Background: an optimization exercise with open tools, aiming at small area. Do not read the settings as production practice. Function was checked by simulation only, so behaviour that the tests miss may differ from the original. No driver is modelled on the clock port, so clocking that relies on it looks cheaper here than on a real chip. Power is estimated from default activity; no workload was simulated.

**flow/run.sh**
```bash
#!/bin/bash
# The standard layout with 1x port buffers, one inverter for the
# falling-edge clock and a clock tree of small buffers without dummy loads.
# Each step's output goes to a log of its own in this folder.
set -euo pipefail
here=$(cd "$(dirname "${BASH_SOURCE[0]}")" && pwd)
export BUFFER_PORTS_ARGS="-buffer_cell sky130_fd_sc_hd__buf_1"
export CTS_ARGS="-sink_clustering_enable -repair_clock_nets -dont_use_dummy_load -buf_list sky130_fd_sc_hd__clkbuf_8 -sink_clustering_size 16 -sink_clustering_max_diameter 60"
export PRE_CTS_TCL="$here/pre_cts.tcl"
export POST_CTS_TCL="$here/post_cts.tcl"
export PRE_GLOBAL_PLACE_TCL="$here/pre_place.tcl"
bash standard.sh synth > synth.log 2>&1
bash standard.sh floorplan > floorplan.log 2>&1
bash standard.sh place > place.log 2>&1
bash standard.sh cts > cts.log 2>&1
bash standard.sh finish > finish.log 2>&1
```
**flow/post_cts.tcl**
```tcl
set upsized 0
foreach inst [[ord::get_db_block] getInsts] {
  if {[[$inst getMaster] getName] != "sky130_fd_sc_hd__clkbuf_8"} { continue }
  set net [[$inst findITerm X] getNet]
  if {$net == "NULL"} { continue }
  if {[llength [$net getITerms]] - 1 > 16} {
    replace_cell [$inst getName] sky130_fd_sc_hd__clkbuf_16
    incr upsized
  }
}
puts "post_cts: upsized $upsized clock buffers"
if {$upsized > 0} {
  detailed_placement
  check_placement -verbose
}
```
**flow/pre_cts.tcl**
```tcl
# Keep the one inverter that makes the falling-edge clock instead of cloning it
# next to every flip-flop; clock_tree_synthesis buffers the net it drives.
proc repair_clock_inverters {args} {
  puts "repair_clock_inverters skipped"
}
```
**flow/pre_place.tcl**
```tcl
# Global placement runs without its timing-driven repair; remove the buffers synthesis
# left, as the timing-driven mode would, and leave fixes to the later repair steps.
remove_buffers
```
**standard.sh**
```bash
#!/bin/bash
# synth_recipe.tcl (not shown) runs the flow's synth.tcl, then flattens the netlist and writes it again
# the make line also repeats each setting of config.mk as NAME=value (left out here)
make -C /OpenROAD-flow-scripts/flow DESIGN_CONFIG=/design/flow/config.mk WORK_HOME=/design/flow/orfs CLKGATE_MAP_FILE= SYNTH_SCRIPT=/design/flow/synth_recipe.tcl "${@:-finish}"
```
**config.mk**
```make
export PLATFORM = sky130hd
export DESIGN_NAME = cpu
export DESIGN_NICKNAME = cpu
export VERILOG_FILES = /design/flow/design.v
export SDC_FILE = /design/flow/constraint.sdc
export NUM_CORES = 4
export LEC_CHECK = 0
export ABC_AREA = 1
export CAP_MARGIN = 20
export CORE_MARGIN = 2
export CORE_UTILIZATION = 40
export GPL_TIMING_DRIVEN = 0
export SLEW_MARGIN = 20
```
**constraint.sdc**
```tcl
create_clock -name core_clock -period 20.0 [get_ports {clk}]
set_input_delay 4.0000 -clock core_clock [delete_from_list [all_inputs] [get_ports {clk}]]
set_output_delay 4.0000 -clock core_clock [all_outputs]
set_load 0.01 [all_outputs]
```
**design.v**
```verilog
module cpu(input         clk, reset,
           input  [15:0] dataout, instruction,
           output        MemRd, MemWr,
           output [15:0] datain, instrAddr, dataAddr);
  reg  [15:0] pc;                       
  reg  [15:0] ins;                      
  reg         regwrE, memrdE, memwrE;   
  reg         fmeE;
  reg  [1:0]  wbE;
  reg  [2:0]  rdE;
  reg  [15:0] resE, sdE;
  reg         regwrM, memrdM, memwrM;   
  reg  [1:0]  wbM;
  reg  [2:0]  rdM;
  reg  [15:0] aluM, dinM;
  reg  [15:0] r1, r2, r3, r4, r5, r6, r7;
  wire [3:0] op = ins[15:12];
  wire       m  = ins[11];
  wire isAnd  = op == 4'b0000;
  wire isSub  = op == 4'b0010;
  wire isAndi = op == 4'b0100;
  wire isLw   = op == 4'b0101;
  wire isLb   = op == 4'b0110;
  wire isSw   = op == 4'b0111;
  wire isBr   = op[3:2] == 2'b10;
  wire isJc   = op[3:1] == 3'b110;      
  wire isCall = op == 4'b1101;
  wire isRet  = op == 4'b1110;
  wire isSv   = op == 4'b1111;
  wire rtype  = op[3:2] == 2'b00 && op[1:0] != 2'b11;    
  wire itype  = !op[3] && !rtype;                        
  wire regWrD = rtype || (itype && !isSw) || isCall;
  wire memRdD = isLw || isLb;
  wire memWrD = isSw || isSv;
  wire killF  = op[3] && !isSv;
  reg [2:0] rs1, rs2, rd;
  always @(*) begin
    if (isRet)                 rs1 = 3'b111;
    else if (isSv || (isBr && m)) rs1 = 3'b000;
    else if (itype || isBr)    rs1 = ins[7:5];
    else                       rs1 = ins[8:6];
    if (isSv)                  rs2 = ins[11:9];
    else if (itype || isBr)    rs2 = ins[10:8];
    else                       rs2 = ins[5:3];
    if (isCall)                rd = 3'b111;
    else if (itype && !isSw)   rd = ins[10:8];
    else                       rd = ins[11:9];
  end
  function [15:0] rfread(input [2:0] a, input [15:0] x1, x2, x3, x4, x5, x6, x7);
    case (a)
      3'd1: rfread = x1;
      3'd2: rfread = x2;
      3'd3: rfread = x3;
      3'd4: rfread = x4;
      3'd5: rfread = x5;
      3'd6: rfread = x6;
      3'd7: rfread = x7;
      default: rfread = 16'd0;
    endcase
  endfunction
  function [15:0] add16(input [15:0] a, b, input cin);
    integer i;
    reg c;
    begin
      c = cin;
      for (i = 0; i < 16; i = i + 1) begin
        add16[i] = a[i] ^ b[i] ^ c;
        c = (a[i] & b[i]) | (c & (a[i] ^ b[i]));
      end
    end
  endfunction
  function [15:0] pfx16(input [15:0] a, b, input cin);
    integer i, l;
    reg [15:0] g, p, G, P;
    begin
      g = a & b;
      p = a ^ b;
      G = g; P = p;
      G[0] = g[0] | (p[0] & cin);
      for (l = 0; l < 4; l = l + 1)
        for (i = (2 << l) - 1; i < 16; i = i + (2 << l)) begin
          G[i] = G[i] | (P[i] & G[i - (1 << l)]);
          P[i] = P[i] & P[i - (1 << l)];
        end
      for (l = 2; l >= 0; l = l - 1)
        for (i = 3 * (1 << l) - 1; i < 16; i = i + (2 << l)) begin
          G[i] = G[i] | (P[i] & G[i - (1 << l)]);
          P[i] = P[i] & P[i - (1 << l)];
        end
      pfx16 = p ^ {G[14:0], cin};
    end
  endfunction
  wire [15:0] wdM = wbM == 2'b01 ? dataout :
                    wbM[1]       ? {{8{wbM[0] & dataout[7]}}, dataout[7:0]} :
                                   aluM;
  wire e1 = rs1 != 0 && rs1 == rdE && regwrE;
  wire m1 = rs1 != 0 && rs1 == rdM && regwrM;
  wire e2 = rs2 != 0 && rs2 == rdE && regwrE;
  wire m2 = rs2 != 0 && rs2 == rdM && regwrM;
  wire [15:0] A  = e1 ? resE : m1 ? wdM : rfread(rs1, r1, r2, r3, r4, r5, r6, r7);
  wire [15:0] F2 = e2 ? resE : m2 ? wdM : rfread(rs2, r1, r2, r3, r4, r5, r6, r7);
  wire fwdME = memrdE && memWrD && rdE == rdM;
  wire stall = memrdE && (e1 || e2) && !fwdME;
  wire [15:0] imm  = {{11{ins[4] && !isAndi}}, ins[4:0]};
  wire [15:0] B    = itype ? imm : F2;
  wire        sub  = isSub || isBr;
  wire [15:0] sum  = pfx16(A, sub ? ~B : B, sub);
  wire [15:0] res  = isCall ? pc : (isAnd || isAndi) ? (A & B) : sum;
  wire Z = sum == 16'd0;
  wire N = sum[15];
  wire V = (A[15] ^ F2[15]) & (A[15] ^ sum[15]);
  wire taken = isBr && (op[1] ? (Z ^ op[0]) : (op[0] ? (N == V) : (Z || N != V)));
  wire [5:0]  off = {ins[4], ins[4:0]} + 6'b111110;
  wire [15:0] lo2 = add16({10'd0, pc[5:0]}, 16'd2, 1'b0);
  wire [15:0] lob = add16({10'd0, pc[5:0]}, {10'd0, off}, 1'b0);
  wire [9:0]  hi  = pc[15:6];
  wire [9:0]  hiInc, hiDec;
  wire [10:0] ci, bi;                    
  assign ci[0] = 1'b1;
  assign bi[0] = 1'b1;
  genvar g;
  generate
    for (g = 0; g < 10; g = g + 1) begin : incdec
      assign hiInc[g]  = hi[g] ^ ci[g];
      assign hiDec[g]  = hi[g] ^ bi[g];
      assign ci[g + 1] = ci[g] & hi[g];
      assign bi[g + 1] = bi[g] & !hi[g];
    end
  endgenerate
  wire [15:0] pc2 = {lo2[6] ? hiInc : hi, lo2[5:0]};
  wire [15:0] bt  = {lob[6] == off[5] ? hi : lob[6] ? hiInc : hiDec, lob[5:0]};
  wire [15:0] pcn = taken ? bt :
                    isJc  ? {pc[15:13], ins[11:0], 1'b0} :
                    isRet ? r7 :
                    killF ? pc : pc2;
  always @(negedge clk, posedge reset)
    if (reset) begin
      pc <= 16'd0; ins <= 16'd0;
      regwrE <= 1'b0; memrdE <= 1'b0; memwrE <= 1'b0;
      regwrM <= 1'b0; memrdM <= 1'b0; memwrM <= 1'b0;
    end else begin
      if (!stall) begin
        pc  <= pcn;
        ins <= killF ? 16'd0 : instruction;
      end
      regwrE <= regWrD && !stall;
      memwrE <= memWrD && !stall;
      memrdE <= memRdD;
      regwrM <= regwrE; memrdM <= memrdE; memwrM <= memwrE;
    end
  always @(negedge clk) begin
    rdE  <= rd;
    wbE  <= {isLb, isLw || (isLb && m)};
    resE <= res;
    sdE  <= isSv ? {{7{ins[8]}}, ins[8:0]} : F2;
    fmeE <= memrdE && isSw && rdE == rdM;
    rdM  <= rdE; wbM <= wbE; aluM <= resE;
    dinM <= fmeE ? dataout : sdE;
  end
  always @(negedge clk)
    if (regwrM)
      case (rdM)
        3'd1: r1 <= wdM;
        3'd2: r2 <= wdM;
        3'd3: r3 <= wdM;
        3'd4: r4 <= wdM;
        3'd5: r5 <= wdM;
        3'd6: r6 <= wdM;
        3'd7: r7 <= wdM;
        default: ;
      endcase
  assign instrAddr = pc;
  assign dataAddr  = aluM;
  assign datain    = dinM;
  assign MemWr     = memwrM;
  assign MemRd     = memrdM;
endmodule
```
==> qor.yml, run 1 <==
worstSetupEndpointType: "flip-flop"
synthArstFlopShare: 0.169
mostFrequentLayoutCell: "sky130_fd_sc_hd__nand2_1"
ys_seq_elements: 225
synth_nets: 1525
detailroute.via_count: 10800
post_synth_inst_count: 1444
setup-violations-final: 0
max-cap-violations: 0
synth_top_area_cell: "sky130_fd_sc_hd__edfxtp_1"
report.final.slew_viol_count: 0
setup.worst_path.start: "dataout[2]"
synth_area_leaders: "sky130_fd_sc_hd__edfxtp_1, sky130_fd_sc_hd__dfxtp_1, sky130_fd_sc_hd__nand2_1, sky130_fd_sc_hd__dfrtn_1, sky130_fd_sc_hd__o21ai_0"
grt_first_pass_wirelength_mm: 61.6
ioPinCount: 84
postRouteWirelength_mm: 40.8
pwr_per_cell_area_nw_per_um2: 181
setup.worst_path.class: "input port to flip-flop"
ant_nets: 0
post-synth-top-area-fraction: 0.277
timing.critical_path.buf_inv: 4
grt_overflow_total: 0
relSlewSlack: 0.284
worst-r2r-setup-slack_ns: 10.86
die_w_um: 178
grt_max_degree: 33
synth_area_um2: 12200
reg2reg_to: "pc[14]"
routabilityCongestion: 0.935
cp_endpoint: "pc[14]"
run_status: "timing/DRC/antenna clean"
worstMarginPinSlew_ns: 1.07
cellLeakagePower_nw: 5.77
top_library_cells_by_usage_in_the_layout_fill_and_taps_aside: "sky130_fd_sc_hd__nand2_1, sky130_fd_sc_hd__inv_1, sky130_fd_sc_hd__o21ai_0, sky130_fd_sc_hd__edfxtp_1, sky130_fd_sc_hd__nand3_1"
arrival_ns: 10.17
port_buffers: 83
seq_area_frac_synth: 0.478
clk_pin_slew_ns: 0.05
post-layout-total-power_w: 0.00242
drcViolationCount: 0
critPathSlowestCell: "sky130_fd_sc_hd__o21ai_1"
cts_tree: "done"
timing.critical_path.max_delay_family: "compound AO/OA/AOI/OAI gates"
yosys_warnings: 1
min_delay_path_class: "flip-flop to flip-flop"
final_layout_size_suffix_gt1_frac: 0.0706
place.detailed.hpwl_mm: 30.2
via_count_of_the_first_global_routing_pass: 10300
reg2reg_from: "ins[15]"
antenna_found_initial: 1
finClkSkew_ns: 0.157
syn_area_per_cell_um2: 8.42
timing.critical_path.fanout_max: 29
track_usage: 0.263
r2r.worst_path.cells: 43
cp-start-kind: "input port"
critical_path_required_ns: 10.87
post_drt_via_cell_ratio: 5.65
ir_worst_vdd_uv: 99.6
layout-area-overhead-vs-synth_pct: 9.86
critical_path.max_stage_delay_ns: 0.69
design.core.area_um2: 29800
synth_edf_count: 112
ys_dominant_reg_cell: "sky130_fd_sc_hd__edfxtp_1"
synth.distinct_cells: 51
floorplan.rows: 63
start_util: 0.408
fin_nets: 1599
clk_latency_ns: 1.03
detailedPlace.worstSlack_ns: -0.657
floorplan.die_area_um2: 31800
worst_slack_ns: 0.704
post_drt_wl_per_cell_um: 21.4
detailedRoute.firstPassIterationCount: 8
hold_violations: 0
die-height_um: 178
worstSetupPathDepth: 35
drt_iter0_markers: 1335
rsz0062_at_grt: "false"
-- where the power goes --
part	leakage [nW]	total, W	switching (W)	internal [W]
sequential	2.14	0.000744	0.0000893	0.000655
combinational	3.37	0.00135	0.000905	0.000441
clock	0.260	0.000327	0.000170	0.000158
total	5.77	0.00242	0.00116	0.00125
-- final cells by class --
class / count / area (um2)
tap: 390 / 488
multi-input combinational: 974 / 5420
clock buffer: 34 / 490
inverter: 189 / 712
antenna: 1 / 2.50
sequential: 225 / 5820
timing repair buffer: 94 / 427
fill: 2972 / 16400
-- kinds of logic after synthesis --
group	Yosys count	share of synthesized area
simple gates	536	0.192
compound gates	357	0.168
buf+inv	245	0.0797
flops	225	0.478
fa+ha+maj	47	0.0564
xor+xnor	32	0.0231
mux	2	0.00185
-- how the worst min path moves through the flow --
stage / start / endpoint / slack, ns / cells after the start
floorplan: memwrE / memwrM / 0.29 / 0
global placement: memwrE / memwrM / 0.29 / 0
detailed placement: memwrE / memwrM / 0.30 / 0
global route: memwrE / memwrM / 0.31 / 0
finish: memwrE / memwrM / 0.30 / 0
-- per-layer routing --
layer,global-route usage,vias up,share of wire
met5,0,-,0
met4,0.123,0,0.049
met3,0.0382,124,0.091
met2,0.415,592,0.45
met1,0.358,5013,0.41
li1,-,5039,-
-- Yosys cell counts, types with 13 or more instances --
cell type                  number
sky130_fd_sc_hd__a21oi_1       68
sky130_fd_sc_hd__nand3_1       90
sky130_fd_sc_hd__fa_1          13
sky130_fd_sc_hd__ha_1          34
sky130_fd_sc_hd__o21ai_0      161
sky130_fd_sc_hd__o22ai_1       39
sky130_fd_sc_hd__o21ai_1       19
sky130_fd_sc_hd__inv_1        180
sky130_fd_sc_hd__dfxtp_1       75
sky130_fd_sc_hd__dfrtn_1       38
sky130_fd_sc_hd__nor2_1        93
sky130_fd_sc_hd__edfxtp_1     112
sky130_fd_sc_hd__nand2_1      292
sky130_fd_sc_hd__o221ai_1      15
sky130_fd_sc_hd__clkbuf_1      44
sky130_fd_sc_hd__xor2_1        23
-- through the flow --
stage / instance area (um2) / utilization / setup TNS [ns] / hold WS [ns] / std cells
final: 13400 / 0.448 / 0 / 0.298 / 1907
after global routing: 13400 / 0.448 / 0 / 0.310 / 1906
after detailed placement: 12900 / 0.432 / -9.67 / 0.299 / 1872
after global placement: 12700 / 0.426 / -9.28 / 0.294 / 1861
after floorplan: 12200 / - / 0 / 0.292 / 1444
==> run 2, diff against run 1 <==
--- a/config.mk
+++ b/config.mk
@@ -9,5 +9,5 @@
 export CAP_MARGIN = 20
 export CORE_MARGIN = 2
-export CORE_UTILIZATION = 40
+export CORE_UTILIZATION = 55
 export GPL_TIMING_DRIVEN = 0
 export SLEW_MARGIN = 20
==> qor.yml, run 2 <==
ioPinCount: 84  # unchanged
ant_nets: 0  # unchanged
ys_seq_elements: 225  # unchanged
synth_nets: 1525  # unchanged
synth_edf_count: 112  # unchanged
hold_violations: 0  # unchanged
timing.critical_path.buf_inv: 3  # was 4
routabilityCongestion: 0.965  # was 0.935
timing.critical_path.mode_cell: "sky130_fd_sc_hd__o21ai_0"
post-layout-total-power_w: 0.00241  # was 0.00242 W
report.final.slew_viol_count: 0  # unchanged
final.fill_count: 1986  # was 2972
worst-r2r-setup-slack_ns: 10.99  # was 10.86 ns
postRouteWirelength_mm: 40.4  # was 40.8 mm
timing.critical_path.max_delay_family: "compound AO/OA/AOI/OAI gates"  # unchanged
place.detailed.hpwl_mm: 29.6  # was 30.2 mm
reg2reg_from: "ins[15]"  # unchanged
start_util: 0.559  # was 0.408
detailroute.via_count: 10900  # was 10800
track_usage: 0.350  # was 0.263
finClkSkew_ns: 0.151  # was 0.157 ns
post-synth-top-area-fraction: 0.277  # unchanged
final_layout_size_suffix_gt1_frac: 0.0731  # was 0.0706
worstSetupEndpointType: "flip-flop"  # unchanged
yosys_warnings: 1  # unchanged
max-cap-violations: 0  # unchanged
clk_latency_ns: 1.03  # about the same
r2r.worst_path.cells: 41  # was 43
synth_top_area_cell: "sky130_fd_sc_hd__edfxtp_1"  # unchanged
run_status: "timing/DRC/antenna clean"  # unchanged
ys_dominant_reg_cell: "sky130_fd_sc_hd__edfxtp_1"  # unchanged
fin_nets: 1601  # was 1599
drcViolationCount: 0  # unchanged
layout-area-overhead-vs-synth_pct: 8.92  # was 9.86%
rsz0062_at_grt: "false"  # unchanged
grt_max_degree: 33  # unchanged
critical_path_required_ns: 10.73  # was 10.87 ns
cellLeakagePower_nw: 5.79  # was 5.77 nW
grt_first_pass_wirelength_mm: 62.0  # was 61.6 mm
critPathSlowestCell: "sky130_fd_sc_hd__o21ai_2"  # was sky130_fd_sc_hd__o21ai_1
hold_path.startpoint: "memwrE"  # unchanged
worstMarginPinSlew_ns: 1.10  # was 1.07 ns
via_count_of_the_first_global_routing_pass: 10500  # was 10300
design.core.area_um2: 21800  # was 29800 um2
port_buffers: 83  # unchanged
top_library_cells_by_usage_in_the_layout_fill_and_taps_aside: "sky130_fd_sc_hd__nand2_1, sky130_fd_sc_hd__inv_1, sky130_fd_sc_hd__o21ai_0, sky130_fd_sc_hd__edfxtp_1, sky130_fd_sc_hd__nand3_1"  # unchanged
setup-violations-final: 0  # unchanged
dpl_cell_area_um2: 12700  # was 12900 um2
critical_path.max_stage_delay_ns: 0.37  # was 0.69 ns
timing.critical_path.fanout_max: 29  # unchanged
arrival_ns: 9.91  # was 10.17 ns
synthArstFlopShare: 0.169  # unchanged
setup.worst_path.class: "input port to flip-flop"  # unchanged
synth_area_um2: 12200  # unchanged
post_drt_via_cell_ratio: 6.07  # was 5.65
antenna_found_initial: 0  # was 1
post_synth_inst_count: 1444  # unchanged
holdPathStages: 0  # unchanged
hold_path_end: "memwrM"  # unchanged
clk_pin_slew_ns: 0.06  # was 0.05 ns
syn_area_per_cell_um2: 8.42  # unchanged
synth.most_common_cell: "sky130_fd_sc_hd__nand2_1"  # unchanged
grt_overflow_total: 0  # unchanged
ir_worst_vdd_uv: 101  # was 99.6 uV
detailedRoute.firstPassIterationCount: 6  # was 8
cp-start-kind: "input port"  # unchanged
die-height_um: 153  # was 178 um
min_delay_path_class: "flip-flop to flip-flop"  # unchanged
relSlewSlack: 0.262  # was 0.284
diodes: 0  # was 1
die_w_um: 153  # was 178 um
post_drt_wl_per_cell_um: 22.5  # was 21.4 um
drt_iter0_markers: 1166  # was 1335
floorplan.die_area_um2: 23300  # was 31800 um2
pwr_per_cell_area_nw_per_um2: 182  # was 181 nW/um2
synth.distinct_cells: 51  # unchanged
synth_area_leaders: "sky130_fd_sc_hd__edfxtp_1, sky130_fd_sc_hd__dfxtp_1, sky130_fd_sc_hd__nand2_1, sky130_fd_sc_hd__dfrtn_1, sky130_fd_sc_hd__o21ai_0"  # unchanged
cts_tree: "done"  # unchanged
reg2reg_to: "pc[6]"  # was pc[14]
floorplan.rows: 54  # was 63
mostFrequentLayoutCell: "sky130_fd_sc_hd__nand2_1"  # unchanged
seq_area_frac_synth: 0.478  # unchanged
post-route-cell-area_um2: 13200  # was 13400 um2
synthTopCellsByCount: "sky130_fd_sc_hd__nand2_1, sky130_fd_sc_hd__inv_1, sky130_fd_sc_hd__o21ai_0"  # unchanged
run 2: cell types whose count changed in the layout (fill, tap and decap cells not counted), sizes merged:
cell   delta
diode     -1
buf       +2
run 2: logic make-up after synthesis:
group           count (synthesis)  synth area share
fa+ha+maj                      47            0.0564
buf+inv                       245            0.0797
mux                             2           0.00185
simple gates                  536             0.192
compound gates                357             0.168
xor+xnor                       32            0.0231
flops                         225             0.478
run 2: per-layer routing:
metal,track usage,vias up,share of wire
met5,0,-,0
met1,0.487,5161,0.42
met3,0.0546,115,0.095
li1,-,5032,-
met2,0.545,614,0.45
met4,0.156,0,0.044
run 2: final cells by class:
| cell class | count | area, um2 | area share |
|---|---|---|---|
| repair buffers | 96 | 455 | 0.0344 |
| inverters | 189 | 712 | 0.0538 |
| multi-input cells | 974 | 5420 | 0.409 |
| flip-flops and latches | 225 | 5820 | 0.439 |
| well taps | 280 | 350 | 0.0265 |
| clock buffers | 34 | 490 | 0.0370 |
run 2: where the power goes:
group / total [W] / internal (W) / switching (W)
clock: 0.000324 / 0.000157 / 0.000167
sequential: 0.000739 / 0.000655 / 0.0000844
combinational: 0.00134 / 0.000443 / 0.000902
total: 0.00241 / 0.00125 / 0.00115
run 2: worst max path at each step:
stage	start	end	slack (ns)	cells past startpoint
floorplan	dataout[1]	pc[6]	1.08	33
global placement	dataout[2]	pc[13]	-0.62	35
detailed placement	dataout[3]	pc[14]	-0.64	35
global route	dataout[3]	pc[6]	0.13	35
finish	dataout[3]	pc[6]	0.82	33
run 2: metrics by stage:
step,setup TNS (ns),cells,hold WS [ns],utilization,worst slack (ns)
after floorplan,0,1444,0.292,-,1.08
after global placement,-8.95,1751,0.304,0.577,-0.615
after detailed placement,-9.15,1764,0.308,0.585,-0.637
after global routing,0,1798,0.320,0.609,0.131
final,0,1798,0.308,0.609,0.818
==> run 3, diff against run 2 <==
--- a/flow/run.sh
+++ b/flow/run.sh
@@ -9,5 +9,4 @@
 export PRE_CTS_TCL="$here/pre_cts.tcl"
 export POST_CTS_TCL="$here/post_cts.tcl"
-export PRE_GLOBAL_PLACE_TCL="$here/pre_place.tcl"
 bash standard.sh synth > synth.log 2>&1
 bash standard.sh floorplan > floorplan.log 2>&1
--- a/config.mk
+++ b/config.mk
@@ -9,5 +9,4 @@
 export CAP_MARGIN = 20
 export CORE_MARGIN = 2
-export CORE_UTILIZATION = 55
-export GPL_TIMING_DRIVEN = 0
+export CORE_UTILIZATION = 40
 export SLEW_MARGIN = 20
removed: flow/pre_place.tcl
==> qor.yml, run 3 <==
fin_nets: 1616  # was 1601
synth_edf_count: 112  # unchanged
critical_path_required_ns: 10.89  # was 10.73 ns
detailedPlace.worstSlack_ns: 0.286  # was -0.637 ns
reg2reg_from: "ins[15]"  # unchanged
post-layout-total-power_w: 0.00244  # was 0.00241 W
dpl.cell_count: 1889  # was 1764
max-cap-violations: 0  # unchanged
worst-r2r-setup-slack_ns: 11.79  # was 10.99 ns
clk_pin_slew_ns: 0.05  # was 0.06 ns
timing.critical_path.mode_cell: "sky130_fd_sc_hd__o21ai_0"  # unchanged
reg2reg_to: "pc[7]"  # was pc[6]
place.detailed.hpwl_mm: 29.9  # was 29.6 mm
worstMarginPinSlew_ns: 0.983  # was 1.10 ns
clk_latency_ns: 1.03  # about the same
relSlewSlack: 0.345  # was 0.262
synthTopCellsByCount: "sky130_fd_sc_hd__nand2_1, sky130_fd_sc_hd__inv_1, sky130_fd_sc_hd__o21ai_0"  # unchanged
finalNonFillerCells: 1923  # was 1798
setup.worst_path.class: "input port to flip-flop"  # unchanged
worstSetupEndpointType: "flip-flop"  # unchanged
layout-area-overhead-vs-synth_pct: 10.3  # was 8.92%
antenna_found_initial: 1  # was 0
via_count_of_the_first_global_routing_pass: 10500  # about the same
cellLeakagePower_nw: 5.84  # was 5.79 nW
drt_iter0_markers: 1406  # was 1166
syn_area_per_cell_um2: 8.42  # unchanged
post_synth_inst_count: 1444  # unchanged
post-synth-top-area-fraction: 0.277  # unchanged
setup.worst_path.start: "dataout[3]"  # unchanged
synth_nets: 1525  # unchanged
ant_nets: 0  # unchanged
floorplan.die_area_um2: 31800  # was 23300 um2
post_drt_via_cell_ratio: 5.71  # was 6.07
track_usage: 0.267  # was 0.350
drcViolationCount: 0  # unchanged
port_buffers: 83  # unchanged
final_layout_size_suffix_gt1_frac: 0.0731  # about the same
ir_worst_vdd_uv: 95.0  # was 101 uV
post_drt_wl_per_cell_um: 21.5  # was 22.5 um
arrival_ns: 9.55  # was 9.91 ns
ys_seq_elements: 225  # unchanged
floorplan.rows: 63  # was 54
critical_path.max_stage_delay_ns: 0.37  # about the same
cp_endpoint: "pc[7]"  # was pc[6]
critPathSlowestCell: "sky130_fd_sc_hd__ha_1"  # was sky130_fd_sc_hd__o21ai_2
synth_area_leaders: "sky130_fd_sc_hd__edfxtp_1, sky130_fd_sc_hd__dfxtp_1, sky130_fd_sc_hd__nand2_1, sky130_fd_sc_hd__dfrtn_1, sky130_fd_sc_hd__o21ai_0"  # unchanged
grt_overflow_total: 0  # unchanged
postRouteWirelength_mm: 41.3  # was 40.4 mm
seq_area_frac_synth: 0.478  # unchanged
routabilityCongestion: 0.968  # was 0.965
die_w_um: 178  # was 153 um
start_util: 0.408  # was 0.559
report.final.slew_viol_count: 0  # unchanged
diodes: 0  # unchanged
yosys_warnings: 1  # unchanged
setup-tns-final_ns: 0  # unchanged
grt_max_degree: 39  # was 33
r2r.worst_path.cells: 41  # unchanged
run_status: "timing/DRC/antenna clean"  # unchanged
min_delay_path_class: "flip-flop to flip-flop"  # unchanged
timing.critical_path.fanout_max: 29  # unchanged
ioPinCount: 84  # unchanged
top_library_cells_by_usage_in_the_layout_fill_and_taps_aside: "sky130_fd_sc_hd__nand2_1, sky130_fd_sc_hd__inv_1, sky130_fd_sc_hd__o21ai_0, sky130_fd_sc_hd__edfxtp_1, sky130_fd_sc_hd__nor2_1"  # was sky130_fd_sc_hd__nand2_1, sky130_fd_sc_hd__inv_1, sky130_fd_sc_hd__o21ai_0, sky130_fd_sc_hd__edfxtp_1, sky130_fd_sc_hd__nand3_1
grt_first_pass_wirelength_mm: 62.6  # was 62.0 mm
synth.distinct_cells: 51  # unchanged
pwr_per_cell_area_nw_per_um2: 182  # about the same
synthArstFlopShare: 0.169  # unchanged
hold_violations: 0  # unchanged
rsz0062_at_grt: "false"  # unchanged
worst_slack_ns: 1.34  # was 0.818 ns
detailroute.via_count: 11000  # was 10900
setup-violations-final: 0  # unchanged
synth.most_common_cell: "sky130_fd_sc_hd__nand2_1"  # unchanged
detailedRoute.firstPassIterationCount: 6  # unchanged
mostFrequentLayoutCell: "sky130_fd_sc_hd__nand2_1"  # unchanged
design.core.area_um2: 29800  # was 21800 um2
ys_dominant_reg_cell: "sky130_fd_sc_hd__edfxtp_1"  # unchanged
cts_tree: "done"  # unchanged
finClkSkew_ns: 0.0413  # was 0.151 ns
synth_area_um2: 12200  # unchanged
die-height_um: 178  # was 153 um
cp-start-kind: "input port"  # unchanged
synth_top_area_cell: "sky130_fd_sc_hd__edfxtp_1"  # unchanged
[run 3: cell types whose count changed in the layout (fill, tap and decap cells not counted), moves of 2 or more]
cell                      before  now
sky130_fd_sc_hd__buf_6         5    0
sky130_fd_sc_hd__buf_4         5   28
sky130_fd_sc_hd__nor2_1       84   93
sky130_fd_sc_hd__o21ai_0     151  161
sky130_fd_sc_hd__o21ai_2       5    2
sky130_fd_sc_hd__buf_8         2    0
sky130_fd_sc_hd__o21ai_1      26   19
sky130_fd_sc_hd__nor2_2       16    7
[run 3: layout make-up]
| class | count | area (um2) |
|---|---|---|
| fillers | 2912 | 16400 |
| flip-flops and latches | 225 | 5820 |
| multi-input cells | 974 | 5380 |
| inverters | 189 | 712 |
| repair buffers | 111 | 522 |
| clock buffers | 34 | 490 |
| well taps | 390 | 488 |
[run 3: layer usage]
| layer | track usage | up-vias | routed length [um] |
|---|---|---|---|
| li1 | - | 5079 | - |
| met1 | 0.367 | 5216 | 17400 |
| met2 | 0.407 | 569 | 18300 |
| met3 | 0.0439 | 110 | 3850 |
| met4 | 0.132 | 0 | 1690 |
| met5 | 0 | - | 0 |
[run 3: cells by family (layout without fill, tap and decap cells)]
group           after synthesis  count (layout)  synth area share
fa+ha+maj                    47              47            0.0564
mux                           2               2           0.00185
simple gates                536             536             0.192
xor+xnor                     32              32            0.0231
compound gates              357             357             0.168
buf+inv                     245             334            0.0797
flops                       225             225             0.478
[run 3: power breakdown]
part	switching (W)	leakage (nW)	internal [W]	total [W]
sequential	0.0000904	2.14	0.000654	0.000744
combinational	0.000909	3.45	0.000455	0.00136
clock	0.000170	0.260	0.000157	0.000327
total	0.00117	5.84	0.00127	0.00244
[run 3: worst min path at each step]
stage | end | slack (ns) | start | cells past startpoint
2_1_floorplan | memwrM | 0.29 | memwrE | 0
3_3_place_gp | memwrM | 0.30 | memwrE | 0
3_5_place_dp | memwrM | 0.30 | memwrE | 0
5_1_grt | memwrM | 0.31 | memwrE | 0
6_report | memwrM | 0.30 | memwrE | 0
[run 3: critical path, delay by kind of cell]
| family | cells | cell delay [ns] |
|---|---|---|
| simple gates | 13 | 1.86 |
| xor+xnor | 1 | 0.12 |
| fa+ha+maj | 2 | 0.61 |
| buf+inv | 3 | 0.23 |
| compound gates | 14 | 2.74 |
[run 3: metrics by stage]
| stage | cell area (um2) | hold slack, ns | util |
|---|---|---|---|
| after floorplan | 12200 | 0.292 | - |
| after global placement | 12900 | 0.295 | 0.433 |
| after detailed placement | 12900 | 0.299 | 0.433 |
| after global routing | 13400 | 0.314 | 0.450 |
| final | 13400 | 0.297 | 0.450 |
==> run 4, diff against run 3 <==
--- a/flow/run.sh
+++ b/flow/run.sh
@@ -9,4 +9,5 @@
 export PRE_CTS_TCL="$here/pre_cts.tcl"
 export POST_CTS_TCL="$here/post_cts.tcl"
+export PRE_GLOBAL_PLACE_TCL="$here/pre_place.tcl"
 bash standard.sh synth > synth.log 2>&1
 bash standard.sh floorplan > floorplan.log 2>&1
==> flow/post_cts.tcl (replaced) <==
set resized 0
foreach inst [[ord::get_db_block] getInsts] {
  set master [[$inst getMaster] getName]
  if {![regexp {^sky130_fd_sc_hd__clkbuf_(\d+)$} $master -> size]} { continue }
  set net [[$inst findITerm X] getNet]
  if {$net == "NULL"} { continue }
  set loads [expr {[llength [$net getITerms]] - 1}]
  set want $size
  if {$loads > 16} {
    set want 16
  } elseif {[string match "delaybuf_*" [$inst getName]] && $loads == 1} {
    set want 2
  }
  if {$want != $size} {
    replace_cell [$inst getName] sky130_fd_sc_hd__clkbuf_$want
    incr resized
  }
}
puts "post_cts: resized $resized clock buffers"
if {$resized > 0} {
  detailed_placement
  check_placement -verbose
}
==> flow/pre_place.tcl (new file) <==
# Global placement runs without its timing-driven repair; remove the buffers synthesis
# left, as the timing-driven mode would, and leave fixes to the later repair steps.
remove_buffers
--- a/config.mk
+++ b/config.mk
@@ -10,3 +10,4 @@
 export CORE_MARGIN = 2
 export CORE_UTILIZATION = 40
+export GPL_TIMING_DRIVEN = 0
 export SLEW_MARGIN = 20
==> qor.yml, run 4 <==
detailedPlace.worstSlack_ns: -0.657  # was 0.286 ns
synth_nets: 1525  # unchanged
mostFrequentLayoutCell: "sky130_fd_sc_hd__nand2_1"  # unchanged
synth_compound_area_frac: 0.168  # unchanged
antenna_found_initial: 1  # unchanged
synth_top_area_cell: "sky130_fd_sc_hd__edfxtp_1"  # unchanged
cts_tree: "done"  # unchanged
worst-r2r-setup-slack_ns: 10.92  # was 11.79 ns
ir_worst_vdd_uv: 99.4  # was 95.0 uV
grt_first_pass_wirelength_mm: 61.3  # was 62.6 mm
cellLeakagePower_nw: 5.74  # was 5.84 nW
hold_path.startpoint: "memwrE"  # unchanged
synthTopCellsByCount: "sky130_fd_sc_hd__nand2_1, sky130_fd_sc_hd__inv_1, sky130_fd_sc_hd__o21ai_0"  # unchanged
max-cap-violations: 0  # unchanged
pwr_per_cell_area_nw_per_um2: 179  # was 182 nW/um2
place.detailed.hpwl_mm: 30.2  # was 29.9 mm
reg2reg_to: "pc[14]"  # was pc[7]
die_w_um: 178  # unchanged
ys_dominant_reg_cell: "sky130_fd_sc_hd__edfxtp_1"  # unchanged
report.final.slew_viol_count: 0  # unchanged
syn_area_per_cell_um2: 8.42  # unchanged
ant_nets: 0  # unchanged
hold-worst-slack_ns: 0.298  # was 0.297 ns
timing.critical_path.fanout_max: 29  # unchanged
combPwrFrac: 0.563  # was 0.560
drt_iter0_markers: 1241  # was 1406
post-synth-top-area-fraction: 0.277  # unchanged
part_of_the_total_power_dissipated_in_sequential_elements: 0.313  # was 0.306
postRouteWirelength_mm: 40.6  # was 41.3 mm
finalNonFillerCells: 1907  # was 1923
arrival_ns: 10.01  # was 9.55 ns
hold_violations: 0  # unchanged
floorplan.rows: 63  # unchanged
dpl.cell_count: 1872  # was 1889
ys_seq_elements: 225  # unchanged
seq_area_frac_synth: 0.478  # unchanged
setup-violations-final: 0  # unchanged
synth_area_leaders: "sky130_fd_sc_hd__edfxtp_1, sky130_fd_sc_hd__dfxtp_1, sky130_fd_sc_hd__nand2_1, sky130_fd_sc_hd__dfrtn_1, sky130_fd_sc_hd__o21ai_0"  # unchanged
synthAdderAreaFrac: 0.0564  # unchanged
worstMarginPinSlew_ns: 1.05  # was 0.983 ns
final_layout_size_suffix_gt1_frac: 0.0719  # was 0.0731
detailedRoute.firstPassIterationCount: 6  # unchanged
worstSetupEndpointType: "flip-flop"  # unchanged
post_drt_wl_per_cell_um: 21.3  # was 21.5 um
design.core.area_um2: 29800  # unchanged
grt_max_degree: 33  # was 39
synth_simple_gate_area_frac: 0.192  # unchanged
routabilityCongestion: 0.935  # was 0.968
die-height_um: 178  # unchanged
start_util: 0.408  # unchanged
critical_path_required_ns: 10.74  # was 10.89 ns
floorplan.die_area_um2: 31800  # unchanged
critical_path.max_stage_delay_ns: 0.43  # was 0.37 ns
hold_path_end: "memwrM"  # unchanged
synth.distinct_cells: 51  # unchanged
yosys_warnings: 1  # unchanged
holdPathStages: 0  # unchanged
critPathSlowestCell: "sky130_fd_sc_hd__nand2_2"  # was sky130_fd_sc_hd__ha_1
relSlewSlack: 0.296  # was 0.345
min_delay_path_class: "flip-flop to flip-flop"  # unchanged
ioPinCount: 84  # unchanged
clk_latency_ns: 0.96  # was 1.03 ns
sw_frac_of_total: 0.484  # was 0.480
finClkSkew_ns: 0.183  # was 0.0413 ns
setup-tns-final_ns: 0  # unchanged
reg2reg_from: "ins[15]"  # unchanged
track_usage: 0.262  # was 0.267
cp-start-kind: "input port"  # unchanged
via_count_of_the_first_global_routing_pass: 10300  # was 10500
drcViolationCount: 0  # unchanged
run_status: "timing/DRC/antenna clean"  # unchanged
post_drt_via_cell_ratio: 5.62  # was 5.71
post_synth_xor_area_fraction: 0.0231  # unchanged
layout-area-overhead-vs-synth_pct: 9.27  # was 10.3%
power.clock.fraction: 0.124  # was 0.134
synth.most_common_cell: "sky130_fd_sc_hd__nand2_1"  # unchanged
power_report.internal_total_w: 0.00123  # was 0.00127 W
synthArstFlopShare: 0.169  # unchanged
detailroute.via_count: 10700  # was 11000
synth_top_family_by_area: "simple AND/OR/NAND/NOR gates"  # unchanged
port_buffers: 83  # unchanged
top_library_cells_by_usage_in_the_layout_fill_and_taps_aside: "sky130_fd_sc_hd__nand2_1, sky130_fd_sc_hd__inv_1, sky130_fd_sc_hd__o21ai_0, sky130_fd_sc_hd__edfxtp_1, sky130_fd_sc_hd__nand3_1"  # was sky130_fd_sc_hd__nand2_1, sky130_fd_sc_hd__inv_1, sky130_fd_sc_hd__o21ai_0, sky130_fd_sc_hd__edfxtp_1, sky130_fd_sc_hd__nor2_1
total_switching_power_w: 0.00115  # was 0.00117 W
fin_nets: 1599  # was 1616
synth_area_um2: 12200  # unchanged
worst_slack_ns: 0.727  # was 1.34 ns
post_synth_inst_count: 1444  # unchanged
timing.critical_path.mode_cell: "sky130_fd_sc_hd__o21ai_0"  # unchanged
grt_overflow_total: 0  # unchanged
setup.worst_path.class: "input port to flip-flop"  # unchanged
synth.mux.area_fraction: 0.00185  # unchanged
clk_pin_slew_ns: 0.05  # about the same
r2r.worst_path.cells: 43  # was 41
rsz0062_at_grt: "false"  # unchanged
synth_edf_count: 112  # unchanged
==> run 4: critical path: cells and delay by family <==
| kind | cells | cell delay, ns |
|---|---|---|
| compound gates | 14 | 3.05 |
| simple gates | 14 | 1.90 |
| xor+xnor | 1 | 0.11 |
| buf+inv | 4 | 0.31 |
| fa+ha+maj | 2 | 0.61 |
==> run 4: worst max-delay path by stage <==
stage	start	end	slack, ns	depth (start not counted)
floorplan	dataout[1]	pc[6]	1.08	33
finish	dataout[3]	pc[14]	0.73	35
global placement	dataout[1]	pc[14]	-0.65	34
detailed placement	dataout[3]	pc[14]	-0.66	35
global route	dataout[3]	pc[9]	0.03	33
==> run 4: through the flow <==
step	util	total power (W)	instance area [um2]
after floorplan	-	0.00170	12200
after global placement	0.426	0.00209	12700
after detailed placement	0.432	0.00212	12900
after global routing	0.446	0.00256	13300
final	0.446	0.00238	13300
==> run 4: routing by layer <==
layer	wire, um	vias up	GRT usage
li1	-	5041	-
met1	17000	5029	0.354
met2	18100	534	0.408
met3	3410	114	0.0364
met4	2140	0	0.136
met5	0	-	0
==> run 4: cell families (layout without fill, tap and decap cells) <==
logic type	count (synthesis)	in the layout
other	0	1
AND/OR/NAND/NOR	536	536
adder cells (fa/ha/maj)	47	47
buffers and inverters	245	317
XOR/XNOR	32	32
AO/OA/AOI/OAI	357	357
flip-flops	225	225
multiplexers	2	2
==> run 4: cell type report <==
class                           count  area [um2]
Multi-Input combinational cell    974        5430
Antenna cell                        1        2.50
Tap cell                          390         488
Clock buffer                       34         412
Fill cell                        2988       16500
Inverter                          189         712
Sequential cell                   225        5820
Timing Repair Buffer               94         427
==> run 4: power by group through the flow <==
stage          clock network, W  registers (W)  logic [W]
6_report               0.000295       0.000745    0.00134
5_1_grt                0.000313       0.000756    0.00149
3_5_place_dp          0.0000561       0.000752    0.00131
3_3_place_gp          0.0000561       0.000752    0.00128
2_1_floorplan         0.0000561       0.000736   0.000904
==> run 5, diff against run 4 <==
--- a/flow/post_cts.tcl
+++ b/flow/post_cts.tcl
@@ -11,4 +11,8 @@
   } elseif {[string match "delaybuf_*" [$inst getName]] && $loads == 1} {
     set want 2
+  } elseif {$loads <= 6 && $size > 4} {
+    set want 4
+  } elseif {0} {
+    set want 2
   }
   if {$want != $size} {
==> qor.yml, run 5 <==
report.final.slew_viol_count: 0  # unchanged
die-height_um: 178  # unchanged
worst_slack_ns: 0.691  # was 0.727 ns
run_status: "timing/DRC/antenna clean"  # unchanged
synth_edf_count: 112  # unchanged
timing.critical_path.mode_cell: "sky130_fd_sc_hd__o21ai_0"  # unchanged
drcViolationCount: 0  # unchanged
critical_path_required_ns: 10.76  # was 10.74 ns
post_drt_via_cell_ratio: 5.63  # was 5.62
drt_iter0_markers: 1156  # was 1241
detailedRoute.firstPassIterationCount: 8  # was 6
pwr_per_cell_area_nw_per_um2: 179  # about the same
place.detailed.hpwl_mm: 30.2  # unchanged
final_layout_size_suffix_gt1_frac: 0.0719  # unchanged
synth.distinct_cells: 51  # unchanged
mostFrequentLayoutCell: "sky130_fd_sc_hd__nand2_1"  # unchanged
synth_area_leaders: "sky130_fd_sc_hd__edfxtp_1, sky130_fd_sc_hd__dfxtp_1, sky130_fd_sc_hd__nand2_1, sky130_fd_sc_hd__dfrtn_1, sky130_fd_sc_hd__o21ai_0"  # unchanged
rsz0062_at_grt: "false"  # unchanged
clk_pin_slew_ns: 0.05  # about the same
post-synth-top-area-fraction: 0.277  # unchanged
antenna_found_initial: 2  # was 1
hold-worst-slack_ns: 0.298  # about the same
post_synth_inst_count: 1444  # unchanged
critPathSlowestCell: "sky130_fd_sc_hd__nand2_2"  # unchanged
setup-violations-final: 0  # unchanged
ir_worst_vdd_uv: 99.7  # was 99.4 uV
design.core.area_um2: 29800  # unchanged
ys_seq_elements: 225  # unchanged
cts_tree: "done"  # unchanged
floorplan.die_area_um2: 31800  # unchanged
relSlewSlack: 0.287  # was 0.296
port_buffers: 83  # unchanged
min_delay_path_class: "flip-flop to flip-flop"  # unchanged
routabilityCongestion: 0.935  # unchanged
synth.most_common_cell: "sky130_fd_sc_hd__nand2_1"  # unchanged
post-layout-total-power_w: 0.00237  # was 0.00238 W
detailroute.via_count: 10700  # about the same
grt_max_degree: 33  # unchanged
die_w_um: 178  # unchanged
grt_overflow_total: 0  # unchanged
layout-area-overhead-vs-synth_pct: 8.98  # was 9.27%
yosys_warnings: 1  # unchanged
detailedPlace.worstSlack_ns: -0.657  # unchanged
postRouteWirelength_mm: 40.7  # was 40.6 mm
setup.worst_path.class: "input port to flip-flop"  # unchanged
ys_dominant_reg_cell: "sky130_fd_sc_hd__edfxtp_1"  # unchanged
clk_latency_ns: 0.99  # was 0.96 ns
ioPinCount: 84  # unchanged
top_library_cells_by_usage_in_the_layout_fill_and_taps_aside: "sky130_fd_sc_hd__nand2_1, sky130_fd_sc_hd__inv_1, sky130_fd_sc_hd__o21ai_0, sky130_fd_sc_hd__edfxtp_1, sky130_fd_sc_hd__nand3_1"  # unchanged
track_usage: 0.262  # about the same
worstSetupEndpointType: "flip-flop"  # unchanged
ant_nets: 0  # unchanged
start_util: 0.408  # unchanged
register_area_um2: 5820  # unchanged
arrival_ns: 10.07  # was 10.01 ns
final.fill_count: 2994  # was 2988
area_of_the_multi_input_gates_um2: 5430  # unchanged
synth_nets: 1525  # unchanged
syn_area_per_cell_um2: 8.42  # unchanged
synth_area_um2: 12200  # unchanged
cellLeakagePower_nw: 5.73  # was 5.74 nW
seq_area_frac_synth: 0.478  # unchanged
cp-start-kind: "input port"  # unchanged
timing.critical_path.fanout_max: 29  # unchanged
finClkSkew_ns: 0.183  # about the same
post_drt_wl_per_cell_um: 21.3  # about the same
hold_violations: 0  # unchanged
max-cap-violations: 0  # unchanged
final_core_util: 0.445  # was 0.446
synth_top_area_cell: "sky130_fd_sc_hd__edfxtp_1"  # unchanged
synthTopCellsByCount: "sky130_fd_sc_hd__nand2_1, sky130_fd_sc_hd__inv_1, sky130_fd_sc_hd__o21ai_0"  # unchanged
critical_path.max_stage_delay_ns: 0.44  # was 0.43 ns
floorplan.rows: 63  # unchanged
grt_first_pass_wirelength_mm: 61.4  # was 61.3 mm
synthArstFlopShare: 0.169  # unchanged
fin_nets: 1599  # unchanged
worstMarginPinSlew_ns: 1.07  # was 1.05 ns
via_count_of_the_first_global_routing_pass: 10300  # about the same
[run 5: cell counts after synthesis]
Identical to the previous run, type by type.
[run 5: kinds of logic after synthesis]
kind of cell | share of synthesized area
buffers and inverters | 0.0797
AOI/OAI and AO/OA | 0.168
DFF | 0.478
adders and majority gates | 0.0564
xor gates and xnor gates | 0.0231
muxes | 0.00185
and+or+nand+nor | 0.192
[run 5: stage by stage]
stage	instances	instance area, um2	TNS (ns)
after floorplan	1444	12200	0
after global placement	1861	12700	-9.28
after detailed placement	1872	12900	-9.67
after global routing	1907	13200	0
final	1908	13300	0
[run 5: per-layer routing]
layer  vias to the layer above  wire length (um)  part of all wire  global-route usage
li1                       5034                 -                 -                   -
met4                         0              2150             0.053               0.137
met1                      5004             16900              0.42               0.355
met3                       122              3560             0.087              0.0369
met2                       575             18100              0.44               0.407
met5                         -                 0                 0                   0
[run 5: area by class of cell]
class,instances,share of cell area
clock buffers,34,0.0282
well taps,390,0.0368
inverters,189,0.0537
repair buffers,94,0.0322
multi-input cells,974,0.410
flip-flops and latches,225,0.439
diodes,2,0.000378
[run 5: report_power, final]
part / total (W) / internal (W) / switching [W] / leakage [nW]
logic: 0.00134 / 0.000440 / 0.000904 / 3.37
clock network: 0.000280 / 0.000119 / 0.000162 / 0.217
registers: 0.000744 / 0.000655 / 0.0000894 / 2.14
[run 5: final timing paths]
check / cells past startpoint / slack (ns) / endpoint / from
worst max-delay path: 35 / 0.69 / pc[14] / dataout[3]
worst min-delay path: 0 / 0.30 / memwrM / memwrE
worst max register to register: 43 / 10.88 / pc[14] / ins[15]
worst min register to register: 0 / 0.30 / memwrM / memwrE
max in group asynchronous: 3 / 6.67 / pc[8] / reset
min in group asynchronous: 2 / 12.82 / ins[5] / reset
[run 5: worst max-delay path: cells and delay by family]
kind,cells,cell delay (ns)
xor+xnor,1,0.11
buf+inv,4,0.31
compound gates,14,3.12
simple gates,14,1.92
fa+ha+maj,2,0.61
==> run 6, diff against run 5 <==
--- a/flow/post_cts.tcl
+++ b/flow/post_cts.tcl
@@ -26,2 +26,7 @@
   check_placement -verbose
 }
+
+# Synthesis leaves cells sized for speed on paths with slack to spare; size them down.
+repair_timing -recover_power 100 -verbose
+detailed_placement
+check_placement -verbose
==> qor.yml, run 6 <==
report.final.slew_viol_count: 0  # unchanged
synth_edf_count: 112  # unchanged
drt_iter0_markers: 1269  # was 1156
critical_path_required_ns: 10.76  # about the same
min_delay_path_class: "flip-flop to flip-flop"  # unchanged
fin_nets: 1599  # unchanged
synth.distinct_cells: 51  # unchanged
floorplan.rows: 63  # unchanged
hold_violations: 0  # unchanged
via_count_of_the_first_global_routing_pass: 10300  # about the same
hold_path_end: "memwrM"  # unchanged
worstMarginPinSlew_ns: 1.06  # was 1.07 ns
synth_area_um2: 12200  # unchanged
track_usage: 0.262  # about the same
reg2reg_from: "ins[15]"  # unchanged
finClkSkew_ns: 0.183  # about the same
clk_pin_slew_ns: 0.05  # about the same
critPathSlowestCell: "sky130_fd_sc_hd__fa_1"  # was sky130_fd_sc_hd__nand2_2
critical_path.max_stage_delay_ns: 0.47  # was 0.44 ns
arrival_ns: 10.01  # was 10.07 ns
grt_overflow_total: 0  # unchanged
part_of_the_total_power_dissipated_in_sequential_elements: 0.316  # was 0.314
rsz0062_at_grt: "false"  # unchanged
top_library_cells_by_usage_in_the_layout_fill_and_taps_aside: "sky130_fd_sc_hd__nand2_1, sky130_fd_sc_hd__inv_1, sky130_fd_sc_hd__o21ai_0, sky130_fd_sc_hd__edfxtp_1, sky130_fd_sc_hd__nand3_1"  # unchanged
place.detailed.hpwl_mm: 30.2  # unchanged
seq_area_frac_synth: 0.478  # unchanged
dpl.cell_count: 1872  # unchanged
clk_latency_ns: 0.99  # about the same
run_status: "timing/DRC/antenna clean"  # unchanged
layout-area-overhead-vs-synth_pct: 8.14  # was 8.98%
ioPinCount: 84  # unchanged
relSlewSlack: 0.289  # was 0.287
post_synth_inst_count: 1444  # unchanged
setup-tns-final_ns: 0  # unchanged
ys_dominant_reg_cell: "sky130_fd_sc_hd__edfxtp_1"  # unchanged
die-height_um: 178  # unchanged
post_drt_via_cell_ratio: 5.64  # was 5.63
ant_nets: 0  # unchanged
total_switching_power_w: 0.00115  # about the same
combPwrFrac: 0.565  # was 0.567
mostFrequentLayoutCell: "sky130_fd_sc_hd__nand2_1"  # unchanged
ys_seq_elements: 225  # unchanged
post_drt_wl_per_cell_um: 21.4  # was 21.3 um
design.core.area_um2: 29800  # unchanged
setup-violations-final: 0  # unchanged
synth_top_area_cell: "sky130_fd_sc_hd__edfxtp_1"  # unchanged
dpl_cell_area_um2: 12900  # unchanged
postRouteWirelength_mm: 40.8  # was 40.7 mm
yosys_warnings: 1  # unchanged
hold-worst-slack_ns: 0.298  # about the same
floorplan.die_area_um2: 31800  # unchanged
post-route-cell-area_um2: 13100  # was 13300 um2
power_report.internal_total_w: 0.00121  # about the same
synthTopCellsByCount: "sky130_fd_sc_hd__nand2_1, sky130_fd_sc_hd__inv_1, sky130_fd_sc_hd__o21ai_0"  # unchanged
holdPathStages: 0  # unchanged
hold_path.startpoint: "memwrE"  # unchanged
cellLeakagePower_nw: 5.70  # was 5.73 nW
cp-start-kind: "input port"  # unchanged
power.clock.fraction: 0.119  # was 0.118
worstSetupEndpointType: "flip-flop"  # unchanged
synth.most_common_cell: "sky130_fd_sc_hd__nand2_1"  # unchanged
antenna_found_initial: 1  # was 2
reg2reg_to: "pc[14]"  # unchanged
timing.critical_path.mode_cell: "sky130_fd_sc_hd__o21ai_0"  # unchanged
cts_tree: "done"  # unchanged
sw_frac_of_total: 0.488  # was 0.487
finalNonFillerCells: 1907  # was 1908
max-cap-violations: 0  # unchanged
synthArstFlopShare: 0.169  # unchanged
timing.critical_path.fanout_max: 29  # unchanged
routabilityCongestion: 0.935  # unchanged
worst-r2r-setup-slack_ns: 10.95  # was 10.88 ns
ir_worst_vdd_uv: 97.7  # was 99.7 uV
drcViolationCount: 0  # unchanged
final_layout_size_suffix_gt1_frac: 0.0594  # was 0.0719
r2r.worst_path.cells: 38  # was 43
synth_area_leaders: "sky130_fd_sc_hd__edfxtp_1, sky130_fd_sc_hd__dfxtp_1, sky130_fd_sc_hd__nand2_1, sky130_fd_sc_hd__dfrtn_1, sky130_fd_sc_hd__o21ai_0"  # unchanged
detailedRoute.firstPassIterationCount: 9  # was 8
synth_nets: 1525  # unchanged
detailroute.via_count: 10800  # was 10700
start_util: 0.408  # unchanged
die_w_um: 178  # unchanged
pwr_per_cell_area_nw_per_um2: 179  # about the same
post-layout-total-power_w: 0.00236  # was 0.00237 W
post-synth-top-area-fraction: 0.277  # unchanged
port_buffers: 83  # unchanged
syn_area_per_cell_um2: 8.42  # unchanged
grt_first_pass_wirelength_mm: 61.5  # was 61.4 mm
grt_max_degree: 33  # unchanged
setup.worst_path.class: "input port to flip-flop"  # unchanged
[run 6: cell counts after synthesis]
No cell type changed its count.
[run 6: power groups by stage]
stage          clock (W)  combinational [W]  sequential (W)
6_report        0.000281            0.00133        0.000744
3_5_place_dp   0.0000561            0.00131        0.000752
3_3_place_gp   0.0000561            0.00128        0.000752
5_1_grt         0.000298            0.00148        0.000755
2_1_floorplan  0.0000561           0.000904        0.000736
[run 6: cell families after synthesis]
logic type | synth area share
xor+xnor | 0.0231
fa+ha+maj | 0.0564
flops | 0.478
buf+inv | 0.0797
compound gates | 0.168
simple gates | 0.192
mux | 0.00185
[run 6: worst max path at each step]
| stage | slack [ns] | start | endpoint | depth (start not counted) |
|---|---|---|---|---|
| 2_1_floorplan | 1.08 | dataout[1] | pc[6] | 33 |
| 3_3_place_gp | -0.65 | dataout[1] | pc[14] | 34 |
| 3_5_place_dp | -0.66 | dataout[3] | pc[14] | 35 |
| 5_1_grt | 0.12 | dataout[3] | pc[14] | 34 |
| 6_report | 0.75 | dataout[3] | pc[14] | 34 |
[run 6: layout make-up]
type / count / area [um2]
Sequential cell: 225 / 5820
Fill cell: 3015 / 16600
Clock buffer: 34 / 374
Antenna cell: 1 / 2.50
Tap cell: 390 / 488
Multi-Input combinational cell: 974 / 5380
Inverter: 189 / 712
Timing Repair Buffer: 94 / 374
[run 6: per-layer routing]
layer  vias up  wire length, um  track usage
met4         0             2060        0.127
met2       559            18200        0.413
met1      5035            17000        0.358
met5         -                0            0
met3       132             3450       0.0313
li1       5038                -            -
[run 6: worst max-delay path, delay by kind of cell]
kind / cells / cell delay (ns)
compound gates: 14 / 3.04
xor+xnor: 1 / 0.11
fa+ha+maj: 2 / 0.84
buf+inv: 4 / 0.41
simple gates: 13 / 1.60
[run 6: metrics by stage]
step	setup WS (ns)	utilization
after floorplan	1.08	-
after global placement	-0.652	0.426
after detailed placement	-0.657	0.432
after global routing	0.120	0.441
final	0.752	0.441
==> run 7, diff against run 6 <==
--- a/flow/run.sh
+++ b/flow/run.sh
@@ -6,5 +6,5 @@
 here=$(cd "$(dirname "${BASH_SOURCE[0]}")" && pwd)
 export BUFFER_PORTS_ARGS="-buffer_cell sky130_fd_sc_hd__buf_1"
-export CTS_ARGS="-sink_clustering_enable -repair_clock_nets -dont_use_dummy_load -buf_list sky130_fd_sc_hd__clkbuf_8 -sink_clustering_size 16 -sink_clustering_max_diameter 60"
+export CTS_ARGS="-sink_clustering_enable -repair_clock_nets -dont_use_dummy_load -buf_list \"sky130_fd_sc_hd__clkbuf_8 sky130_fd_sc_hd__clkbuf_2\" -root_buf sky130_fd_sc_hd__clkbuf_8 -sink_clustering_size 16 -sink_clustering_max_diameter 60"
 export PRE_CTS_TCL="$here/pre_cts.tcl"
 export POST_CTS_TCL="$here/post_cts.tcl"
==> flow/post_cts.tcl (replaced) <==
set upsized 0
foreach inst [[ord::get_db_block] getInsts] {
  set master [[$inst getMaster] getName]
  if {![regexp {^sky130_fd_sc_hd__clkbuf_(\d+)$} $master -> size]} { continue }
  set net [[$inst findITerm X] getNet]
  if {$net == "NULL"} { continue }
  set loads [expr {[llength [$net getITerms]] - 1}]
  set want $size
  if {$loads > 16} { set want 16 } elseif {$loads > 8 && $size < 8} { set want 8 } elseif {$loads > 4 && $size < 4} { set want 4 }
  if {$want > $size} {
    replace_cell [$inst getName] sky130_fd_sc_hd__clkbuf_$want
    incr upsized
  }
}
puts "post_cts: upsized $upsized clock buffers"
if {$upsized > 0} {
  detailed_placement
  check_placement -verbose
}
==> qor.yml, run 7 <==
synth_edf_count: 112  # unchanged
dpl_cell_area_um2: 12900  # unchanged
worstSetupEndpointType: "flip-flop"  # unchanged
setup-violations-final: 0  # unchanged
ant_nets: 0  # unchanged
min_delay_path_class: "flip-flop to flip-flop"  # unchanged
die_w_um: 178  # unchanged
finalNonFillerCells: 1907  # unchanged
synth_top_area_cell: "sky130_fd_sc_hd__edfxtp_1"  # unchanged
ys_seq_elements: 225  # unchanged
floorplan.rows: 63  # unchanged
routabilityCongestion: 0.935  # unchanged
mostFrequentLayoutCell: "sky130_fd_sc_hd__nand2_1"  # unchanged
post-layout-total-power_w: 0.00242  # was 0.00236 W
grt_overflow_total: 0  # unchanged
drcViolationCount: 0  # unchanged
synthTopCellsByCount: "sky130_fd_sc_hd__nand2_1, sky130_fd_sc_hd__inv_1, sky130_fd_sc_hd__o21ai_0"  # unchanged
setup.worst_path.class: "input port to flip-flop"  # unchanged
hold_violations: 0  # unchanged
synth.most_common_cell: "sky130_fd_sc_hd__nand2_1"  # unchanged
timing.critical_path.fanout_max: 29  # unchanged
critical_path_required_ns: 10.87  # was 10.76 ns
die-height_um: 178  # unchanged
top_library_cells_by_usage_in_the_layout_fill_and_taps_aside: "sky130_fd_sc_hd__nand2_1, sky130_fd_sc_hd__inv_1, sky130_fd_sc_hd__o21ai_0, sky130_fd_sc_hd__edfxtp_1, sky130_fd_sc_hd__nand3_1"  # unchanged
post_synth_inst_count: 1444  # unchanged
synth_area_leaders: "sky130_fd_sc_hd__edfxtp_1, sky130_fd_sc_hd__dfxtp_1, sky130_fd_sc_hd__nand2_1, sky130_fd_sc_hd__dfrtn_1, sky130_fd_sc_hd__o21ai_0"  # unchanged
floorplan.die_area_um2: 31800  # unchanged
pwr_per_cell_area_nw_per_um2: 181  # was 179 nW/um2
cts_tree: "done"  # unchanged
cellLeakagePower_nw: 5.77  # was 5.70 nW
reg2reg_to: "pc[14]"  # unchanged
dpl.cell_count: 1872  # unchanged
holdPathStages: 0  # unchanged
cp-start-kind: "input port"  # unchanged
final_layout_size_suffix_gt1_frac: 0.0706  # was 0.0594
detailedRoute.firstPassIterationCount: 8  # was 9
run_status: "timing/DRC/antenna clean"  # unchanged
seq_area_frac_synth: 0.478  # unchanged
port_buffers: 83  # unchanged
hold-worst-slack_ns: 0.298  # about the same
final.fill_count: 2972  # was 3015
syn_area_per_cell_um2: 8.42  # unchanged
report.final.slew_viol_count: 0  # unchanged
via_count_of_the_first_global_routing_pass: 10300  # about the same
post_drt_wl_per_cell_um: 21.4  # about the same
place.detailed.hpwl_mm: 30.2  # unchanged
start_util: 0.408  # unchanged
ys_dominant_reg_cell: "sky130_fd_sc_hd__edfxtp_1"  # unchanged
layout-area-overhead-vs-synth_pct: 9.86  # was 8.14%
ir_worst_vdd_uv: 99.6  # was 97.7 uV
post-synth-top-area-fraction: 0.277  # unchanged
critical_path.max_stage_delay_ns: 0.69  # was 0.47 ns
drt_iter0_markers: 1335  # was 1269
rsz0062_at_grt: "false"  # unchanged
hold_path_end: "memwrM"  # unchanged
synthArstFlopShare: 0.169  # unchanged
antenna_found_initial: 1  # unchanged
r2r.worst_path.cells: 43  # was 38
worst-r2r-setup-slack_ns: 10.86  # was 10.95 ns
track_usage: 0.263  # was 0.262
grt_first_pass_wirelength_mm: 61.6  # was 61.5 mm
clk_latency_ns: 1.03  # was 0.99 ns
max-cap-violations: 0  # unchanged
yosys_warnings: 1  # unchanged
clk_pin_slew_ns: 0.05  # about the same
post-route-cell-area_um2: 13400  # was 13100 um2
arrival_ns: 10.17  # was 10.01 ns
fin_nets: 1599  # unchanged
reg2reg_from: "ins[15]"  # unchanged
ioPinCount: 84  # unchanged
synth_area_um2: 12200  # unchanged
postRouteWirelength_mm: 40.8  # about the same
final_core_util: 0.448  # was 0.441
detailroute.via_count: 10800  # about the same
hold_path.startpoint: "memwrE"  # unchanged
worstMarginPinSlew_ns: 1.07  # was 1.06 ns
post_drt_via_cell_ratio: 5.65  # was 5.64
synth_nets: 1525  # unchanged
critPathSlowestCell: "sky130_fd_sc_hd__o21ai_1"  # was sky130_fd_sc_hd__fa_1
finClkSkew_ns: 0.157  # was 0.183 ns
relSlewSlack: 0.284  # was 0.289
design.core.area_um2: 29800  # unchanged
grt_max_degree: 33  # unchanged
synth.distinct_cells: 51  # unchanged
-- run 7: cell counts after synthesis --
No cell type changed its count.
-- run 7: logic make-up after synthesis --
family / after synthesis / share of synthesized area
compound gates: 357 / 0.168
xor+xnor: 32 / 0.0231
fa+ha+maj: 47 / 0.0564
buf+inv: 245 / 0.0797
flops: 225 / 0.478
mux: 2 / 0.00185
simple gates: 536 / 0.192
-- run 7: critical path, delay by kind of cell --
kind	cells	cell delay, ns
AO/OA/AOI/OAI	13	3.18
XOR/XNOR	1	0.14
adder cells (fa/ha/maj)	2	0.48
buffers and inverters	4	0.30
AND/OR/NAND/NOR	15	2.04
-- run 7: power breakdown --
| part | total, W | leakage [nW] | switching [W] | internal, W |
|---|---|---|---|---|
| combinational | 0.00135 | 3.37 | 0.000905 | 0.000441 |
| sequential | 0.000744 | 2.14 | 0.0000893 | 0.000655 |
| clock | 0.000327 | 0.260 | 0.000170 | 0.000158 |
-- run 7: area by class of cell --
| type | count | area [um2] | area share |
|---|---|---|---|
| inverter | 189 | 712 | 0.0533 |
| tap | 390 | 488 | 0.0365 |
| sequential | 225 | 5820 | 0.436 |
| antenna | 1 | 2.50 | 0.000187 |
| clock buffer | 34 | 490 | 0.0367 |
| timing repair buffer | 94 | 427 | 0.0319 |
| multi-input combinational | 974 | 5420 | 0.406 |
-- run 7: how the worst max path moves through the flow --
| stage | start | endpoint | slack [ns] | cells past startpoint |
|---|---|---|---|---|
| final | dataout[2] | pc[14] | 0.70 | 35 |
| after floorplan | dataout[1] | pc[6] | 1.08 | 33 |
| after detailed placement | dataout[3] | pc[14] | -0.66 | 35 |
| after global placement | dataout[1] | pc[14] | -0.65 | 34 |
| after global routing | dataout[2] | pc[9] | 0.05 | 33 |
-- run 7: per-stage QoR --
step / setup WS (ns) / TNS [ns]
after floorplan: 1.08 / 0
after global placement: -0.652 / -9.28
after detailed placement: -0.657 / -9.67
after global routing: 0.0460 / 0
final: 0.704 / 0
-- run 7: layer usage --
metal / track usage / part of all wire / vias up
met1: 0.358 / 0.41 / 5013
met2: 0.415 / 0.45 / 592
met4: 0.123 / 0.049 / 0
met5: 0 / 0 / -
li1: - / - / 5039
met3: 0.0382 / 0.091 / 124
